From an optimization exercise on the open Yosys and OpenROAD flow, aimed at small area; shortcuts taken in it are not production practice.
In this exercise RTL edits were held to simulation tests only and were not proved equivalent to the original.
No driver is modelled on the clock port, so clocking that relies on it looks cheaper here than on a real chip.

==> v38: inputs <==
==> flow/design.v <==
module huffman_decoder(
    input  wire         clock,
    input  wire         reset,
    input  wire [15:0]  code_word_in,
    input  wire [4:0]   code_length_in,
    output reg  [7:0]   symbol_out,
    input  wire [7:0]   load_symbol,
    input  wire [15:0]  load_code,
    input  wire [4:0]   load_length,
    input  wire         load_valid,
    output reg          load_valid_out
);
    reg  [20:0] key_table [0:255];    
    reg  load_valid_d;
    wire load_valid_pulse = load_valid & ~load_valid_d & ~reset;
    always @(posedge clock)
        load_valid_d <= load_valid;
    always @(posedge clock or posedge reset) begin
        if (reset)
            load_valid_out <= 1'b0;
        else if (load_valid_pulse)
            load_valid_out <= 1'b1;
        else if (!load_valid)
            load_valid_out <= 1'b0;
    end
    always @(posedge clock)
        if (load_valid_pulse)
            key_table[load_symbol] <= {load_length, load_code};
    wire [20:0]  key = {code_length_in, code_word_in};
    wire [255:0] match;
    genvar g;
    generate
        for (g = 0; g < 256; g = g + 1) begin : m
            assign match[g] = (key_table[g] == key);
        end
    endgenerate
    integer i;
    always @* begin
        symbol_out = 8'd0;
        for (i = 0; i < 256; i = i + 1)
            if (match[i]) symbol_out = i[7:0];
    end
endmodule
==> flow/run.sh <==
#!/bin/bash
# synth_recipe.tcl (not shown) runs the flow's synth.tcl, then flattens the netlist and writes it again
# the make line also repeats each setting of config.mk as NAME=value (left out here)
make -C /OpenROAD-flow-scripts/flow DESIGN_CONFIG=/design/flow/config.mk WORK_HOME=/design/flow/orfs CLKGATE_MAP_FILE= SYNTH_SCRIPT=/design/flow/synth_recipe.tcl finish
==> flow/config.mk <==
export PLATFORM = sky130hd
export DESIGN_NAME = huffman_decoder
export DESIGN_NICKNAME = huffman_decoder
export VERILOG_FILES = /design/flow/design.v
export SDC_FILE = /design/flow/constraint.sdc
export NUM_CORES = 4
export LEC_CHECK = 0
export CAP_MARGIN = 20
export CORE_MARGIN = 2
export CORE_UTILIZATION = 40
export SLEW_MARGIN = 20
export SYNTH_MEMORY_MAX_BITS = 16384
==> flow/constraint.sdc <==
create_clock -name core_clock -period 20.0 [get_ports {clock}]
set_input_delay 4.0000 -clock core_clock [delete_from_list [all_inputs] [get_ports {clock}]]
set_output_delay 4.0000 -clock core_clock [all_outputs]
set_load 0.01 [all_outputs]
==> v2: changes against v38 <==
==> flow/design.v (replaced) <==
module huffman_decoder(
    input  wire         clock,
    input  wire         reset,
    input  wire [15:0]  code_word_in,
    input  wire [4:0]   code_length_in,
    output reg  [7:0]   symbol_out,
    input  wire [7:0]   load_symbol,
    input  wire [15:0]  load_code,
    input  wire [4:0]   load_length,
    input  wire         load_valid,
    output reg          load_valid_out
);
    reg  load_valid_d;
    wire load_valid_pulse = load_valid & ~load_valid_d & ~reset;
    always @(posedge clock)
        load_valid_d <= load_valid;
    always @(posedge clock or posedge reset) begin
        if (reset)
            load_valid_out <= 1'b0;
        else if (load_valid_pulse)
            load_valid_out <= 1'b1;
        else if (!load_valid)
            load_valid_out <= 1'b0;
    end
    reg phase;
    always @(posedge clock or posedge reset) begin
        if (reset)
            phase <= 1'b0;
        else
            phase <= ~phase;
    end
    reg         pend_clr, pend_wr;
    reg  [7:0]  pend_idx;
    reg  [20:0] pend_key;
    always @(posedge clock) begin
        pend_clr <= load_valid_pulse;
        pend_wr  <= pend_clr;
        if (load_valid_pulse) begin
            pend_idx <= load_symbol;
            pend_key <= {load_length, load_code};
        end
    end
    wire        pend_act = pend_clr | pend_wr;
    wire [20:0] col = pend_wr ? (pend_key ^ {21{phase}}) : {21{1'b1}};
    wire [20:0]  key = {code_length_in, code_word_in};
    wire [20:0]  kp, kpn;
    huffman_key_phase u_key_phase (.key(key), .phase(phase), .kp(kp), .kpn(kpn));
    wire [255:0] match;
    assign match[0] = 1'b0;
    genvar g;
    generate
        for (g = 1; g < 256; g = g + 1) begin : e
            reg  [20:0] q;
            wire        wr = pend_act & (pend_idx == g);
            wire [20:0] d  = ~((col & {21{wr}}) | q);
            always @(posedge clock)
                q <= d;
            huffman_row_match u_match (.q(q), .qn(d), .kp(kp), .kpn(kpn),
                                       .mask(wr), .match(match[g]));
        end
    endgenerate
    wire [255:0] any_l [0:8];
    wire [7:0]   idx_l [0:8][0:255];
    assign any_l[0] = match;
    genvar l, n;
    generate
        for (n = 0; n < 256; n = n + 1) begin : lv0
            assign idx_l[0][n] = 8'd0;
        end
        for (l = 1; l <= 8; l = l + 1) begin : lv
            for (n = 0; n < (256 >> l); n = n + 1) begin : nd
                wire hi = any_l[l-1][2*n+1];
                assign any_l[l][n] = hi | any_l[l-1][2*n];
                assign idx_l[l][n] = hi ? (idx_l[l-1][2*n+1] | (8'd1 << (l-1)))
                                        : idx_l[l-1][2*n];
            end
            for (n = (256 >> l); n < 256; n = n + 1) begin : pad
                assign any_l[l][n] = 1'b0;
                assign idx_l[l][n] = 8'd0;
            end
        end
    endgenerate
    wire [7:0] main_idx = idx_l[8][0];
    wire pend_match = pend_act & (pend_key == key);
    always @* begin
        if (pend_match && pend_idx >= main_idx)
            symbol_out = pend_idx;
        else
            symbol_out = main_idx;
    end
endmodule
module huffman_key_phase(
    input  wire [20:0] key,
    input  wire        phase,
    output wire [20:0] kp,
    output wire [20:0] kpn
);
    assign kp  = key ^ {21{phase}};
    assign kpn = ~kp;
endmodule
module huffman_row_match(
    input  wire [20:0] q,
    input  wire [20:0] qn,
    input  wire [20:0] kp,
    input  wire [20:0] kpn,
    input  wire        mask,
    output wire        match
);
    wire [20:0] eq = ~((q | kp) & (qn | kpn));
    assign match = (&eq) & ~mask;
endmodule
==> flow/flow/run.sh (new file) <==
#!/bin/bash
# Layout flow: the standard flow (standard.sh, unchanged synthesis),
# with its own clock tree: no dummy loads, small sink clusters driven by
# clkbuf_4 leaf buffers under a clkbuf_16 tree, and after CTS the leaf
# buffers whose flip-flops see a high clock slew are upsized
# (flow/clk_upsize.tcl, run as ORFS's POST_CTS_TCL hook).
# make's full output goes to flow_make.log in the work folder; each ORFS
# step keeps its own log under orfs/logs/.
set -euo pipefail
cd "$(dirname "$0")/.."
WORK=$(pwd)
CTS="-sink_clustering_enable -repair_clock_nets -dont_use_dummy_load"
CTS="$CTS -sink_buffer_max_cap_derate 0.2 -sink_clustering_size 24 -sink_clustering_max_diameter 30"
CTS="$CTS -sink_clustering_buffer sky130_fd_sc_hd__clkbuf_4"
CTS="$CTS -root_buf sky130_fd_sc_hd__clkbuf_16 -buf_list sky130_fd_sc_hd__clkbuf_16"
bash standard.sh "CTS_ARGS=$CTS" "POST_CTS_TCL=$WORK/flow/clk_upsize.tcl" finish > "$WORK/flow_make.log" 2>&1
==> flow/flow/clk_upsize.tcl (new file) <==
# After clock tree synthesis: upsize the leaf clock buffers whose flip-flop
# clock pins see a slew above the target, then legalize the placement.
estimate_parasitics -placement
set clk_sizes {sky130_fd_sc_hd__clkbuf_4 sky130_fd_sc_hd__clkbuf_8 sky130_fd_sc_hd__clkbuf_16}
set clk_slew_target 0.085
for {set iter 0} {$iter < 3} {incr iter} {
  set todo [dict create]
  foreach p [get_pins -hierarchical */CLK] {
    if {[get_property $p slew_max] > $clk_slew_target} {
      foreach d [get_pins -of_objects [get_nets -of_objects $p] -filter "direction==output"] {
        dict set todo [get_full_name [get_cells -of_objects $d]] 1
      }
    }
  }
  set n 0
  foreach i [dict keys $todo] {
    set c [get_cells $i]
    set k [lsearch $clk_sizes [get_property $c ref_name]]
    if {$k >= 0 && $k < [llength $clk_sizes] - 1} {
      replace_cell $c [lindex $clk_sizes [expr {$k + 1}]]
      incr n
    }
  }
  puts "clk_upsize: iteration $iter upsized $n clock buffers"
  if {$n == 0} break
  estimate_parasitics -placement
}
detailed_placement
==> flow/standard.sh (new file) <==
#!/bin/bash
# synth_recipe.tcl (not shown) runs the flow's synth.tcl, then flattens the netlist and writes it again
# the make line also repeats each setting of config.mk as NAME=value (left out here)
make -C /OpenROAD-flow-scripts/flow DESIGN_CONFIG=/design/flow/config.mk WORK_HOME=/design/flow/orfs CLKGATE_MAP_FILE= SYNTH_SCRIPT=/design/flow/synth_recipe.tcl "${@:-finish}"
Settings changed: CORE_UTILIZATION 40 to 60, SYNTH_HIERARCHICAL set to 1.
removed: flow/run.sh
==> v27: changes against v38 <==
==> flow/design.v (replaced) <==
module huffman_decoder(
    input  wire         clock,
    input  wire         reset,
    input  wire [15:0]  code_word_in,
    input  wire [4:0]   code_length_in,
    output reg  [7:0]   symbol_out,
    input  wire [7:0]   load_symbol,
    input  wire [15:0]  load_code,
    input  wire [4:0]   load_length,
    input  wire         load_valid,
    output reg          load_valid_out
);
    reg  load_valid_d;
    wire load_valid_pulse = load_valid & ~load_valid_d & ~reset;
    always @(posedge clock)
        load_valid_d <= load_valid;
    always @(posedge clock or posedge reset) begin
        if (reset)
            load_valid_out <= 1'b0;
        else if (load_valid_pulse)
            load_valid_out <= 1'b1;
        else if (!load_valid)
            load_valid_out <= 1'b0;
    end
    reg phase;
    always @(posedge clock or posedge reset) begin
        if (reset)
            phase <= 1'b0;
        else
            phase <= ~phase;
    end
    reg         pend_clr, pend_wr;
    reg  [7:0]  pend_idx;
    reg  [20:0] pend_key;
    always @(posedge clock) begin
        pend_clr <= load_valid_pulse;
        pend_wr  <= pend_clr;
        if (load_valid_pulse) begin
            pend_idx <= load_symbol;
            pend_key <= {load_length, load_code};
        end
    end
    wire        pend_act = pend_clr | pend_wr;
    wire [20:0] col = pend_wr ? (pend_key ^ {21{phase}}) : {21{1'b1}};
    wire [20:0]  key = {code_length_in, code_word_in};
    wire [20:0]  kp, kpn;
    huffman_key_phase u_key_phase (.key(key), .phase(phase), .kp(kp), .kpn(kpn));
    wire [255:0] match;
    assign match[0] = 1'b0;
    genvar g;
    generate
        for (g = 1; g < 256; g = g + 1) begin : e
            reg  [20:0] q;
            wire        wr = pend_act & (pend_idx == g);
            wire [20:0] d  = ~((col & {21{wr}}) | q);
            always @(posedge clock)
                q <= d;
            huffman_row_match u_match (.q(q), .qn(d), .kp(kp), .kpn(kpn),
                                       .mask(wr), .match(match[g]));
        end
    endgenerate
    wire [255:0] any_l [0:8];
    wire [7:0]   idx_l [0:8][0:255];
    assign any_l[0] = match;
    genvar l, n;
    generate
        for (n = 0; n < 256; n = n + 1) begin : lv0
            assign idx_l[0][n] = 8'd0;
        end
        for (l = 1; l <= 8; l = l + 1) begin : lv
            for (n = 0; n < (256 >> l); n = n + 1) begin : nd
                wire hi = any_l[l-1][2*n+1];
                assign any_l[l][n] = hi | any_l[l-1][2*n];
                assign idx_l[l][n] = hi ? (idx_l[l-1][2*n+1] | (8'd1 << (l-1)))
                                        : idx_l[l-1][2*n];
            end
            for (n = (256 >> l); n < 256; n = n + 1) begin : pad
                assign any_l[l][n] = 1'b0;
                assign idx_l[l][n] = 8'd0;
            end
        end
    endgenerate
    wire [7:0] main_idx = idx_l[8][0];
    wire pend_match = pend_act & (pend_key == key);
    always @* begin
        if (pend_match && pend_idx >= main_idx)
            symbol_out = pend_idx;
        else
            symbol_out = main_idx;
    end
endmodule
module huffman_key_phase(
    input  wire [20:0] key,
    input  wire        phase,
    output wire [20:0] kp,
    output wire [20:0] kpn
);
    assign kp  = key ^ {21{phase}};
    assign kpn = ~kp;
endmodule
module huffman_row_match(
    input  wire [20:0] q,
    input  wire [20:0] qn,
    input  wire [20:0] kp,
    input  wire [20:0] kpn,
    input  wire        mask,
    output wire        match
);
    wire [20:0] eq = ~((q | kp) & (qn | kpn));
    assign match = (&eq) & ~mask;
endmodule
Settings changed: SYNTH_HIERARCHICAL set to 1.
==> notes <==
- In sequential cell count, v27 and v2 do not differ.
- The lowest setup slack belongs to v2, the highest to v38.
- In synthesized cell count, v2 and v27 do not differ.
- Utilization: v2 is higher than v38 (21 points).

## afterwards: timing with drivers on the ports
The results above use ideal ports. As a check the final layouts listed here were re-extracted and re-timed, cells and wires unchanged.
Step 1 assumes that a clkbuf_16 drives the clock port and a buf_2 every other input.
Step 2 also shifts input and output timing later by t, the mid clock arrival at the registers, as if the neighbouring blocks saw the same clock.
Three values: ideal ports, drivers, drivers and shift; two values: the first two.
| run | shift t [ns] | slack for setup (ns) | worst setup path after step 2 |
|---|---|---|---|
| v38 | 1.183 | 4.438 / 4.387 / 4.387 | input to output |
| v2 | 1.171 | 0.615 / 0.591 / 0.591 | input to output |
| v27 | 1.237 | 1.067 / 1.037 / 1.037 | input to output |
After both steps setup and hold are still met in every run listed. The setup slack of v38, which loses most, moves by -0.051 ns with the drivers and by -0.051 ns with both steps.
